From an optimization exercise on the open Yosys and OpenROAD flow, aimed at small area; shortcuts taken in it are not production practice.
The RTL was checked by simulation tests, not by an equivalence proof against the original design.
The clock input has no modelled driver; a real chip could not lean on it and would need a root buffer or a full tree.

lane 2:
## uy
module uy(counter1,counter2,counter3,counter4,counter5,counter6,counter7,counter8,control,control2,control3,control4,display,display2,display3,display4,clk,reset,s1,s2,s3,s4,s5,s6,s7,s8,s9);
For scale: ~48 flip-flops, ~94 I/O pins.
export LEC_CHECK = 0
export CAP_MARGIN = 20
export CORE_MARGIN = 2
export CORE_UTILIZATION = 40
export SLEW_MARGIN = 20
create_clock -name core_clock -period 10.0 [get_ports {clk}]
standard.sh (not shown) runs the stock make flow with config.mk's settings and CLKGATE_MAP_FILE= SYNTH_SCRIPT=/design/flow/synth_recipe.tcl, a recipe that flattens the netlist after the stock synthesis.
==> flow/flow/run.sh <==
#!/bin/bash
# The standard ORFS layout (standard.sh) with:
#  - synthesis mapped by an area-oriented ABC script, best of several seeds
#    (flow/synth.tcl, flow/area.abc),
#  - port buffers of the smallest buffer cell,
#  - in place of clock tree synthesis, the clock port drives three clock buffers directly,
#    each feeding one cluster of the flip-flops (flow/manual_cts.tcl),
#  - one tie cell for all constant outputs.
set -euo pipefail
W=$PWD
mkdir -p $W/abc
export FLOW_ABC_SCRIPT=$W/flow/area.abc
export FLOW_ABC_DIR=$W/abc
export FLOW_ABC_SEEDS="0 1 2"
export FLOW_SYNTH_TCL=$W/synth_recipe.tcl
export BUFFER_PORTS_ARGS="-buffer_cell sky130_fd_sc_hd__buf_1"
export SKIP_REPAIR_TIE_FANOUT=1
export PRE_CTS_TCL=$W/flow/manual_cts.tcl
export FLOW_CTS_N=3
export FLOW_CTS_BUF=sky130_fd_sc_hd__clkbuf_8
export FLOW_CTS_CLOCK=clk
sed "s#SYNTH_SCRIPT=[^ ]*#SYNTH_SCRIPT=$W/flow/synth.tcl#" standard.sh > standard_own.sh
bash standard_own.sh > make_flow.log 2>&1
Other scripts of this flow, unchanged in this note and not shown: flow/flow/area.abc, flow/flow/manual_cts.tcl, flow/flow/synth.tcl
[inputs] lane 5 vs lane 2
--- a/flow/design.v
+++ b/flow/design.v
@@ -17,25 +17,27 @@
 output [4:0] counter7;
 output [4:0] counter8;
 reg [4:0] t;
 wire tick = t[3] & !t[2] & !t[1] & t[0];    
 always @(posedge clk)
   if (reset || (t[4] & t[1] & t[0])) t <= 5'd0;    
   else t <= t + 5'd1;
 wire en = tick & s1;
 reg [2:0] k;
 reg fon;           
 reg [1:0] fpos;    
 wire [3:0] g = fon ? (4'b0001 << fpos) : 4'b0000;
-reg [4:0] c6, c7, c8;
+reg [4:0] c6, c7;
+reg c8b;
+wire [4:0] c8 = c8b ? c7 + 5'd14 : c7;
 wire k01 = k[0] & k[1];
 assign counter1 = {1'b0, k[2] | (g[0] & k01), k[1] ^ (g[0] & k[0]), k[0] ^ g[0]};
 assign counter2 = {1'b0, k[2] | (g[1] & k01), k[1] ^ (g[1] & k[0]), k[0] ^ g[1]};
 assign counter3 = {1'b0, k[2] | (g[2] & k01), k[1] ^ (g[2] & k[0]), k[0] ^ g[2]};
 assign counter4 = {1'b0, k[2] | (g[3] & k01), k[1] ^ (g[3] & k[0]), k[0] ^ g[3]};
 assign counter5 = c7[3:0];
 assign counter6 = c6;
 assign counter7 = c7;
 assign counter8 = c8;
 reg [2:0] ctl1, ctl2, ctl3, ctl4;
 assign control  = ctl1[2] ? 4'b1111 : ~(4'b1000 >> ctl1[1:0]);
 assign control2 = ctl2[2] ? 4'b1111 : ~(4'b1000 >> ctl2[1:0]);
@@ -99,31 +101,31 @@
   end
   if (iwr) begin
     nc1 = {1'b0, ipos};
     nd1 = i08 ? 4'd15 : {2'b01, iidx};
   end
   if (gon) begin
     nc1 = {1'b0, gpos};
     nd1 = fl ? 4'd12 : (k[1] & !k[0]) ? 4'd14 : 4'd13;
   end
 end
 always @(posedge clk) begin
   if (reset) begin
-    k <= 3'd0; fon <= 1'b0; fpos <= 2'd0; c6 <= 5'd0; c7 <= 5'd0; c8 <= 5'd0;
+    k <= 3'd0; fon <= 1'b0; fpos <= 2'd0; c6 <= 5'd0; c7 <= 5'd0; c8b <= 1'b0;
     ctl1 <= 3'b100; ctl2 <= 3'b100; ctl3 <= 3'b100; ctl4 <= 3'b100;
     d1 <= 4'd0; d2 <= 2'd0; d3 <= 2'd0; d4 <= 2'd0;
   end else if (en) begin
     if (fl) begin k <= 3'd0; fon <= fa | fb | fc | fd; fpos <= npos; end
     else k <= {k01, k[1] ^ k[0], !k[0]};    
     c7 <= c7 + 5'd1;
     c6 <= (gh && r5) ? 5'd0 : c6 + 5'd1;
-    c8 <= (iwr && c7 == 5'd17) ? 5'd0 : c8 + 5'd1;
+    if (iwr && c7 == 5'd17) c8b <= 1'b1;
     ctl1 <= nc1; d1 <= nd1;
     if (gh && r2) begin ctl2 <= {1'b0, cs[1:0]}; d2 <= ghd; end
     else if (gh && (r3 || r4 || r5)) ctl2 <= 3'b100;
     if (gh && r3) begin ctl3 <= {1'b0, cs[1:0]}; d3 <= ghd; end
     else if (gh && (r4 || r5)) ctl3 <= 3'b100;
     if (gh && r4) begin ctl4 <= {1'b0, cs[1:0]}; d4 <= ghd; end
     else if (gh && r5) begin ctl4 <= 3'b100; d4 <= 2'd1; end
   end
 end
 endmodule
Notes after the runs:
- For lane 5, the beginning of the critical path was s2, unlike lane 2, where it was s5.
- As far as number of endpoints failing setup at the final stage goes, lane 5 and lane 2 are indistinguishable; the numbers are identical.
- Combinational family with the most area after synthesis = simple AND/OR/NAND/NOR gates: lane 2; combinational family with the most area after synthesis = compound AO/OA/AOI/OAI gates: lane 5
- Lane 5 vs. lane 2: count of cell instances traversed by the critical path went up by 1.
- There was hardly any difference in per-instance average area after synthesis between lane 5 and lane 2.
- Delta (lane 5 minus lane 2): overall global routing resource usage shows a reduction of 0.72 points; post-synthesis net count shows a reduction of 14; aggregate routed wire length lost 5.9%.
- Sort lane 5 and lane 2 by peak per-stage delay on the critical path, descending, and lane 5 comes first.
In every run of this note, the design's own scripts or RTL, not TritonCTS, make the clock network.

==> afterwards: timing with drivers on the ports <==
How much do the figures lean on ideal ports? The routed layouts below were timed once more, with nothing changed but the port constraints.
Step 1: set_driving_cell puts a clkbuf_16 on clk and a buf_2 on each other input, an assumption about the parent block.
Step 2 times the ports against the registers' clock, not the clock port: input delays grow and output delays shrink by t, the midpoint of the rising clock arrivals with the driver on.
Slacks: no drivers / after step 1 / after step 2; pairs: no drivers / after step 1.
run	t (ns)	slack for setup (ns)	worst hold slack (ns)	worst register clock-pin slew, ns
lane 2	0.204	4.730 / 4.759 / 4.555	0.477 / 0.477 / 0.477	0.10 / 0.10
lane 5	0.196	4.586 / 4.617 / 4.421	0.460 / 0.460 / 0.460	0.10 / 0.10
After both steps every run listed still meets setup and hold. The setup slack of lane 2, which loses most, moves by +0.029 ns with the drivers and by -0.175 ns with both steps.
